This is an optimization exercise on Yosys and OpenROAD, whose aim is small area, not a production implementation.
The RTL was checked by simulation tests, not by an equivalence proof against the original design.
The clock input has no modelled driver; a real chip could not lean on it and would need a root buffer or a full tree.
No activity file was given, so power comes from the tool's default toggle rates.

==> module adcSGM58600Ctrler, before the edit <==
module adcSGM58600Ctrler
#(
  parameter STATUS = 8'b0000_0100,
  parameter MUX    = 8'b0001_0000,
  parameter ADCON  = 8'b0000_0001,
  parameter DRATE  = 8'b1111_0000
)(
  output reg  [23 : 0]  adc_dout_24b,
  output reg            adc_dout_24b_valid,
  output wire         adc_cs_n,
  output wire         adc_sclk,
  output reg          adc_din,
  input  wire         adc_dout,
  input  wire         adc_drdy_n,
  output wire         adc_sync_n,
  output wire         adc_rst_n,
  input  wire         clk,
  input  wire         rstn
);
reg adc_drdy_n_r1;
always @(posedge clk)
  adc_drdy_n_r1 <= adc_drdy_n;
wire adc_drdy_n_nedge = ~adc_drdy_n &  adc_drdy_n_r1;
wire adc_drdy_n_pedge =  adc_drdy_n & ~adc_drdy_n_r1;
assign adc_cs_n   = 1'b0;
assign adc_sync_n = 1'b1;
assign adc_rst_n  = rstn;
localparam [1:0] IDLE = 2'd2, WRITE_REG = 2'd0, SEND_CMD = 2'd1, READ = 2'd3;
reg [1:0] state;
wire s_idle = (state == IDLE);
wire s_wreg = (state == WRITE_REG);
wire s_cmd  = (state == SEND_CMD);
wire s_read = (state == READ);
reg [1:0] ph;
assign adc_sclk = ph[1];
wire adc_sclk_pedge    =  ph[1] &  ph[0];
wire adc_sclk_pedge_r1 =  ph[1] & ~ph[0];
reg  [23:0] adc_dout_24b_temp;
wire [23:0] cnt = adc_dout_24b_temp;
wire wreg_bit = (~cnt[20] & cnt[9] & ~cnt[1] & ~cnt[0])
  | (~cnt[4] & cnt[3])
  | (~cnt[22] & ~cnt[16] & cnt[14])
  | (cnt[3] & ~cnt[2])
  | (~cnt[7] & ~cnt[2] & cnt[1]);
wire write_reg_finish = (cnt[10] & ~cnt[9] & ~cnt[0]);
wire rdatac_cmd_finish = (cnt[7])
  | (cnt[17]);
wire rdatac_din = (cnt[6])
  | (cnt[16]);
wire rdatac_wait_finish = (~cnt[10] & cnt[1] & ~cnt[0]);
reg adc_sclk_en;
always @(*) begin
  case (state)
    WRITE_REG: adc_sclk_en = ~write_reg_finish;
    SEND_CMD:  adc_sclk_en = ~adc_drdy_n & ~rdatac_cmd_finish;
    READ:      adc_sclk_en = ~adc_drdy_n;
    default:   adc_sclk_en = 1'b0;
  endcase
end
always @(posedge clk) begin
  ph[0] <= adc_sclk_en & ~ph[1];
  ph[1] <= ph[0] & (adc_sclk_en | ph[1]);
end
wire wreg_done = s_wreg & adc_drdy_n_nedge & write_reg_finish;
always @(posedge clk) begin
  if (~rstn)
    state <= IDLE;
  else
    case (state)
      IDLE:      if (adc_drdy_n_nedge)   state <= WRITE_REG;
      WRITE_REG: if (wreg_done)          state <= SEND_CMD;
      SEND_CMD:  if (rdatac_wait_finish) state <= READ;
      default: ;
    endcase
end
always @(*) begin
  case (state)
    WRITE_REG: adc_din = wreg_bit;
    SEND_CMD:  adc_din = rdatac_din;    
    default:   adc_din = 1'b0;
  endcase
end
wire cnt_step  = s_wreg ? adc_sclk_pedge
               : (adc_sclk_pedge | rdatac_cmd_finish);           
wire cnt_run   = (s_wreg & ~wreg_done) | (s_cmd & ~rdatac_wait_finish);
wire tmp_shift = s_read ?  adc_sclk_pedge_r1 : cnt_run &  cnt_step;
wire tmp_hold  = s_read ? ~adc_sclk_pedge_r1 : cnt_run & ~cnt_step;
wire tmp_in    = s_read ? adc_dout : ~(cnt[23] ^ cnt[18]);
wire word_done = s_read & adc_drdy_n_pedge;
wire out_load  = rstn &  word_done;
wire out_hold  = rstn & ~word_done;               
always @(posedge clk)
  adc_dout_24b_temp <= ({24{tmp_shift}} & {adc_dout_24b_temp[22:0], tmp_in})
                     | ({24{tmp_hold}}  & adc_dout_24b_temp);
always @(posedge clk)
  adc_dout_24b <= ({24{out_load}} & adc_dout_24b_temp)
                | ({24{out_hold}} & adc_dout_24b);
always @(posedge clk)
  adc_dout_24b_valid <= word_done;
endmodule
clock: 10.0 ns
lec_check: 0
abc_area: 1
cap_margin: 0
core_margin: 2
core_utilization: 40
place_density: 0.9
slew_margin: 0
standard.sh (not shown) runs the stock make flow with config.mk's settings and CLKGATE_MAP_FILE= SYNTH_SCRIPT=/design/flow/synth_recipe.tcl, a recipe that flattens the netlist after the stock synthesis.
==> flow/flow/run.sh <==
#!/bin/bash
# Standard ORFS layout with these changes:
#  - synthesis maps logic with an area-oriented ABC script (synth.tcl, area.abc);
#  - port buffers use the smallest buffer, sky130_fd_sc_hd__buf_1;
#  - CTS is a one-level tree: the clock port drives a few buffers, each
#    driving a group of nearby registers (cts_pre.tcl, clock_buffers.tcl);
#  - before the post-placement repair, high-fanout nets get a stronger driver
#    in place of buffers (upsize.tcl).
set -euo pipefail
here=$(pwd)
export MY_ABC_SCRIPT=$here/flow/area.abc
export MY_CLK_BUF=${MY_CLK_BUF:-sky130_fd_sc_hd__clkbuf_8}
export MY_CLK_GROUPS=${MY_CLK_GROUPS:-3}
export MY_SLEW_TARGET=${MY_SLEW_TARGET:-1.1}
bash standard.sh \
  SYNTH_SCRIPT=$here/flow/synth.tcl \
  "BUFFER_PORTS_ARGS=-buffer_cell sky130_fd_sc_hd__buf_1" \
  PRE_CTS_TCL=$here/flow/cts_pre.tcl \
  PRE_RESIZE_TCL=$here/flow/upsize.tcl \
  finish > standard.log 2>&1
Other scripts of this flow, unchanged in this note and not shown: flow/flow/area.abc, flow/flow/clock_buffers.tcl, flow/flow/cts_pre.tcl, flow/flow/synth.tcl, flow/flow/upsize.tcl
Change:
--- a/flow/design.v
+++ b/flow/design.v
@@ -26,7 +26,7 @@
 assign adc_cs_n   = 1'b0;
 assign adc_sync_n = 1'b1;
 assign adc_rst_n  = rstn;
-localparam [1:0] IDLE = 2'd2, WRITE_REG = 2'd0, SEND_CMD = 2'd1, READ = 2'd3;
+localparam [1:0] IDLE = 2'd0, WRITE_REG = 2'd2, SEND_CMD = 2'd3, READ = 2'd1;
 reg [1:0] state;
 wire s_idle = (state == IDLE);
 wire s_wreg = (state == WRITE_REG);
@@ -38,17 +38,19 @@
 wire adc_sclk_pedge_r1 =  ph[1] & ~ph[0];
 reg  [23:0] adc_dout_24b_temp;
 wire [23:0] cnt = adc_dout_24b_temp;
-wire wreg_bit = (~cnt[20] & cnt[9] & ~cnt[1] & ~cnt[0])
-  | (~cnt[4] & cnt[3])
-  | (~cnt[22] & ~cnt[16] & cnt[14])
-  | (cnt[3] & ~cnt[2])
-  | (~cnt[7] & ~cnt[2] & cnt[1]);
-wire write_reg_finish = (cnt[10] & ~cnt[9] & ~cnt[0]);
+wire wreg_bit = (cnt[14] & ~cnt[9] & ~cnt[4])
+  | (~cnt[4] & ~cnt[2] & cnt[1])
+  | (~cnt[16] & cnt[14] & cnt[1])
+  | (~cnt[9] & ~cnt[4] & cnt[3])
+  | (cnt[13] & ~cnt[8] & cnt[7]);
+wire write_reg_finish = (~cnt[10] & cnt[7] & ~cnt[0]);
 wire rdatac_cmd_finish = (cnt[7])
+  | (cnt[12])
   | (cnt[17]);
 wire rdatac_din = (cnt[6])
+  | (cnt[11])
   | (cnt[16]);
-wire rdatac_wait_finish = (~cnt[10] & cnt[1] & ~cnt[0]);
+wire rdatac_wait_finish = (cnt[13] & ~cnt[8] & cnt[7] & ~cnt[0]);
 reg adc_sclk_en;
 always @(*) begin
   case (state)
@@ -83,10 +85,11 @@
 end
 wire cnt_step  = s_wreg ? adc_sclk_pedge
                : (adc_sclk_pedge | rdatac_cmd_finish);           
-wire cnt_run   = (s_wreg & ~wreg_done) | (s_cmd & ~rdatac_wait_finish);
-wire tmp_shift = s_read ?  adc_sclk_pedge_r1 : cnt_run &  cnt_step;
-wire tmp_hold  = s_read ? ~adc_sclk_pedge_r1 : cnt_run & ~cnt_step;
-wire tmp_in    = s_read ? adc_dout : ~(cnt[23] ^ cnt[18]);
+wire tmp_shift = s_read ?  adc_sclk_pedge_r1
+               : ((s_wreg & ~wreg_done) | (s_cmd & ~rdatac_wait_finish)) & cnt_step;
+wire tmp_hold  = s_read ? ~adc_sclk_pedge_r1
+               : ((s_wreg & ~wreg_done) | (s_cmd & ~rdatac_wait_finish)) & ~cnt_step;
+wire tmp_in    = s_read ? adc_dout : ~(cnt[19] ^ cnt[14]);
 wire word_done = s_read & adc_drdy_n_pedge;
 wire out_load  = rstn &  word_done;
 wire out_hold  = rstn & ~word_done;               
After rerunning:
- global-route usage goes up by 0.87 points
- sequential power barely changes
- cell count rises by a few percent
- sequential cell count is unchanged
- combinational power grows by well over a third
- critical path depth grows by 7
- power rose slightly
- worst setup slack degrades by 0.019 ns
- area after synthesis rose slightly
In every run of this note, the design's own scripts or RTL, not TritonCTS, make the clock network.

what the ideal ports hide:
No port has a modelled driver above. Below, the same layouts with a new extraction and two added sets of constraints. Step 1: set_driving_cell puts a clkbuf_16 on clk and a buf_2 on each other input, an assumption about the parent block. Step 2 also shifts input and output timing later by t, the mid clock arrival at the registers, as if the neighbouring blocks saw the same clock. a / b / c = no drivers / after step 1 / after step 2; a / b = the first two.
run	t, ns	slack for setup (ns)	hold slack, ns
the first run	0.203	5.691 / 5.670 / 5.634	0.446 / 0.446 / 0.446
the second run	0.214	5.672 / 5.671 / 5.495	0.449 / 0.449 / 0.449
After both steps setup and hold are still met in every run listed. For the second run, which loses most, drivers alone change the setup slack by -0.001 ns; drivers and shift together by -0.177 ns.
